From an optimization exercise on the open Yosys and OpenROAD flow, aimed at small area, a short achievable clock period and few clock cycles; shortcuts taken in it are not production practice.

Design NfiVe_MDU, start of the top module:
module NfiVe_MDU (
	input clk,
	input rst_n,
	input start,
	output done,
	input [2:0] op,
	input mul_div,
	input [31:0] op1, op2,
	output [31:0] result
);
For scale: roughly 120 flip-flops, ~100 I/O pins, about 17000 µm² of cells after synthesis.
==> module NfiVe_MDU, before the edit <==
module NfiVe_MDU (
	input clk,
	input rst_n,
	input start,
	output done,
	input [2:0] op,
	input mul_div,
	input [31:0] op1, op2,
	output [31:0] result
);
	reg st_mul, st_pre, st_div, st_corr, st_fin;
	wire st_idle = ~(st_mul | st_pre | st_div | st_corr | st_fin);
	reg        done_r;
	reg        rem;     
	reg        mulhi;   
	reg [4:0]  cnt;
	reg [32:0] M;       
	reg [31:0] B;       
	reg [33:0] acc;     
	reg        corr;    
	reg        inv;     
	reg        sa;      
	reg        one0, two0, neg0, one1, two1, neg1;
	assign done = done_r;
	assign result = B;
	wire        sgn_div = ~op[0];
	wire        a_neg = sgn_div & op1[31];
	wire        b_neg = sgn_div & op2[31];
	wire [31:0] a_abs = a_neg ? (~op1 + 32'd1) : op1;
	wire [31:0] b_abs = b_neg ? (~op2 + 32'd1) : op2;
	wire [34:0] m35 = {{2{M[32]}}, M};
	wire [34:0] m2  = {M[32], M, 1'b0};
	wire [34:0] pp0 = ({35{one0}} & m35 | {35{two0}} & m2) ^ {35{neg0}};
	wire [34:0] pp1 = ({35{one1}} & m35 | {35{two1}} & m2) ^ {35{neg1}};
	wire [36:0] r0 = {{3{acc[33]}}, acc};
	wire [36:0] r1 = {{2{pp0[34]}}, pp0};
	wire [36:0] r2 = {pp1, neg1, neg1};
	wire [36:0] cs_s = r0 ^ r1 ^ r2;
	wire [36:0] cs_c = (r0 & r1) | (r0 & r2) | (r1 & r2);
	wire [37:0] sum_x = {cs_s, 1'b1} + {cs_c[35:0], neg1, neg0};
	wire [36:0] sum = sum_x[37:1];
	wire [2:0] nb0 = st_idle ? {op2[1:0], 1'b0} : B[5:3];
	wire [2:0] nb1 = st_idle ? op2[3:1] : B[7:5];
	wire [5:0] za, zb;
	lzc32 u_lza (.x(acc[31:0]), .z(za));
	lzc32 u_lzb (.x(M[31:0]), .z(zb));
	wire [6:0] sdiff = {1'b0, zb} - {1'b0, za};
	wire       b_zero = zb[5];
	wire       s_neg = sdiff[6];
	wire [31:0] m_al = M[31:0] << sdiff[4:0];
	wire ge = ~sum[36];
	wire [31:0] r_new = ge ? sum[31:0] : acc[31:0];
	wire mul_last = st_mul & (cnt == 5'd0);
	wire div_last = st_div & (cnt == 5'd0);
	always @(posedge clk or negedge rst_n) begin
		if (~rst_n) begin
			st_mul <= 1'b0; st_pre <= 1'b0; st_div <= 1'b0; st_corr <= 1'b0; st_fin <= 1'b0;
			done_r <= 1'b0;
		end else begin
			st_mul <= st_idle & start & mul_div | st_mul & (cnt != 5'd0);
			st_corr <= mul_last & corr;
			st_pre <= st_idle & start & ~mul_div;
			st_div <= st_pre & ~(b_zero | s_neg) | st_div & (cnt != 5'd0);
			st_fin <= st_pre & (b_zero | s_neg) | div_last & inv;
			done_r <= st_mul & (cnt == 5'd1) & ~corr
			        | mul_last & corr
			        | st_pre & (b_zero | s_neg)
			        | st_pre & ~(b_zero | s_neg) & (sdiff[4:0] == 5'd0) & ~(rem ? sa : (sa ^ inv))
			        | st_div & (cnt == 5'd1) & ~inv
			        | div_last & inv;
		end
	end
	always @(posedge clk) begin
		if (st_idle | st_mul) begin
			one0 <= nb0[1] ^ nb0[0];
			two0 <= (nb0[2] & ~nb0[1] & ~nb0[0]) | (~nb0[2] & nb0[1] & nb0[0]);
			neg0 <= nb0[2];
			one1 <= nb1[1] ^ nb1[0];
			two1 <= (nb1[2] & ~nb1[1] & ~nb1[0]) | (~nb1[2] & nb1[1] & nb1[0]);
			neg1 <= nb1[2];
		end
		if (st_idle & start & ~mul_div) begin
			one0 <= 1'b1; two0 <= 1'b0; neg0 <= 1'b1;
			one1 <= 1'b0; two1 <= 1'b0; neg1 <= 1'b0;
		end
		if (mul_last) begin
			one0 <= 1'b1; two0 <= 1'b0; neg0 <= 1'b0;
			one1 <= 1'b0; two1 <= 1'b0; neg1 <= 1'b0;
		end
		if (st_idle & start) begin
			rem <= op[1];
			mulhi <= op[1:0] != 2'b00;
			if (mul_div) begin
				M <= {op[1:0] != 2'b11 & op1[31], op1};
				B <= op2;
				acc <= 34'd0;
				cnt <= 5'd7;
				corr <= op[1] & op2[31];
			end else begin
				M <= {1'b0, b_abs};
				acc <= {2'b00, a_abs};
				sa <= a_neg;
				inv <= b_neg;    
			end
		end
		if (st_mul) begin
			acc <= {sum[36], sum[36:4]};
			if (cnt == 5'd0 && mulhi && !corr)
				B <= sum[35:4];
			else
				B <= {sum[3:0], B[31:4]};
			cnt <= cnt - 5'd1;
		end
		if (st_corr) B <= sum[31:0];
		if (st_pre) begin
			if (b_zero) begin
				B <= rem ? acc[31:0] : 32'hffffffff;
				inv <= rem & sa;
			end else if (s_neg) begin
				B <= rem ? acc[31:0] : 32'd0;
				inv <= rem & sa;
			end else begin
				B <= 32'd0;
				M <= {1'b0, m_al};
				cnt <= sdiff[4:0];
				inv <= rem ? sa : (sa ^ inv);
			end
		end
		if (st_div) begin
			acc <= {2'b00, r_new};
			M <= {1'b0, M[32:1]};
			cnt <= cnt - 5'd1;
			if (cnt == 5'd0 && rem)
				B <= r_new;
			else
				B <= {B[30:0], ge};
		end
		if (st_fin & inv) B <= ~B + 32'd1;
	end
endmodule
Settings: LEC_CHECK=0, CAP_MARGIN=20, CORE_MARGIN=2, CORE_UTILIZATION=45, SLEW_MARGIN=20; clock period 10.0 ns.
standard.sh (not shown) runs the stock make flow with config.mk's settings and CLKGATE_MAP_FILE= SYNTH_SCRIPT=/design/flow/synth_recipe.tcl, a recipe that flattens the netlist after the stock synthesis.
==> flow/flow/run.sh <==
#!/bin/bash
set -euo pipefail
cd "$(dirname "$0")/.."
MARGIN=$(cat flow/margin.txt)
bash standard.sh SETUP_SLACK_MARGIN=$MARGIN finish > flow_standard.log 2>&1
==> flow/flow/margin.txt <==
7
==> next run, changes <==
--- a/flow/design.v
+++ b/flow/design.v
@@ -21,17 +21,23 @@
 	reg [33:0] acc;     
 	reg        corr;    
 	reg        inv;     
 	reg        sa;      
+	reg        dv;      
 	reg        one0, two0, neg0, one1, two1, neg1;
 	assign done = done_r;
 	assign result = B;
 	wire        sgn_div = ~op[0];
 	wire        a_neg = sgn_div & op1[31];
 	wire        b_neg = sgn_div & op2[31];
-	wire [31:0] a_abs = a_neg ? (~op1 + 32'd1) : op1;
-	wire [31:0] b_abs = b_neg ? (~op2 + 32'd1) : op2;
-	wire [34:0] m35 = {{2{M[32]}}, M};
+	wire [31:0] a_abs = (op1 ^ {32{a_neg}}) + {31'd0, a_neg};
+	wire [31:0] b_abs = (op2 ^ {32{b_neg}}) + {31'd0, b_neg};
+	wire [5:0] za_in, zb_raw;
+	lzc32 u_lza (.x(a_abs), .z(za_in));
+	lzc32 u_lzb (.x(op2 ^ {32{b_neg}}), .z(zb_raw));
+	wire [5:0] zb_in = (zb_raw[5] & b_neg) ? 6'd31 : zb_raw;
+	wire        msx = M[32] & ~dv;
+	wire [34:0] m35 = {msx, msx, M};
 	wire [34:0] m2  = {M[32], M, 1'b0};
 	wire [34:0] pp0 = ({35{one0}} & m35 | {35{two0}} & m2) ^ {35{neg0}};
 	wire [34:0] pp1 = ({35{one1}} & m35 | {35{two1}} & m2) ^ {35{neg1}};
 	wire [36:0] r0 = {{3{acc[33]}}, acc};
@@ -42,15 +48,13 @@
 	wire [37:0] sum_x = {cs_s, 1'b1} + {cs_c[35:0], neg1, neg0};
 	wire [36:0] sum = sum_x[37:1];
 	wire [2:0] nb0 = st_idle ? {op2[1:0], 1'b0} : B[5:3];
 	wire [2:0] nb1 = st_idle ? op2[3:1] : B[7:5];
-	wire [5:0] za, zb;
-	lzc32 u_lza (.x(acc[31:0]), .z(za));
-	lzc32 u_lzb (.x(M[31:0]), .z(zb));
+	reg  [5:0] za, zb;
 	wire [6:0] sdiff = {1'b0, zb} - {1'b0, za};
 	wire       b_zero = zb[5];
 	wire       s_neg = sdiff[6];
-	wire [31:0] m_al = M[31:0] << sdiff[4:0];
+	wire [32:0] m_al = {1'b0, M[31:0]} << sdiff[4:0];
 	wire ge = ~sum[36];
 	wire [31:0] r_new = ge ? sum[31:0] : acc[31:0];
 	wire mul_last = st_mul & (cnt == 5'd0);
 	wire div_last = st_div & (cnt == 5'd0);
@@ -90,8 +94,11 @@
 			one1 <= 1'b0; two1 <= 1'b0; neg1 <= 1'b0;
 		end
 		if (st_idle & start) begin
 			rem <= op[1];
+			dv <= ~mul_div;
+			za <= za_in;
+			zb <= zb_in;
 			mulhi <= op[1:0] != 2'b00;
 			if (mul_div) begin
 				M <= {op[1:0] != 2'b11 & op1[31], op1};
 				B <= op2;
@@ -122,9 +129,9 @@
 				B <= rem ? acc[31:0] : 32'd0;
 				inv <= rem & sa;
 			end else begin
 				B <= 32'd0;
-				M <= {1'b0, m_al};
+				M <= m_al;
 				cnt <= sdiff[4:0];
 				inv <= rem ? sa : (sa ^ inv);
 			end
 		end
The new run finished clean.
Synthesized cell count rises by 11%.
Critical path depth falls by 9.
Routed wire length rises by 11%.
Global-route usage falls by 0.26 points.
No run of this note included a check of the RTL's function; only the layout flow was run.

-- static timing again, ports no longer ideal --
The results above use ideal ports. As a check the final layouts listed here were re-extracted and re-timed, cells and wires unchanged.
Step 1, drivers: a clkbuf_16 drives clk and a buf_2 each remaining input, both assumed.
Step 2 moves the port delays by t, midway between the first and last clock arrival at a register: inputs arrive t later, outputs are due t later. That takes back most of the time a late clock gives input paths.
a / b / c = ideal ports / drivers / drivers and shift; a / b = the first two.
run | shift t [ns] | setup WS [ns] | hold WS [ns] | worst setup path after step 2 | clock arrival spread, ns
the first run | 0.510 | 5.392 / 5.392 / 5.071 | 0.552 / 0.552 / 0.552 | input to register | 0.020 / 0.020
the second run | 0.542 | 5.190 / 5.207 / 4.665 | 0.573 / 0.573 / 0.573 | input to register | 0.016 / 0.016
After both steps every run listed still meets setup and hold. For the second run, which loses most, drivers alone change the setup slack by +0.017 ns; drivers and shift together by -0.525 ns.
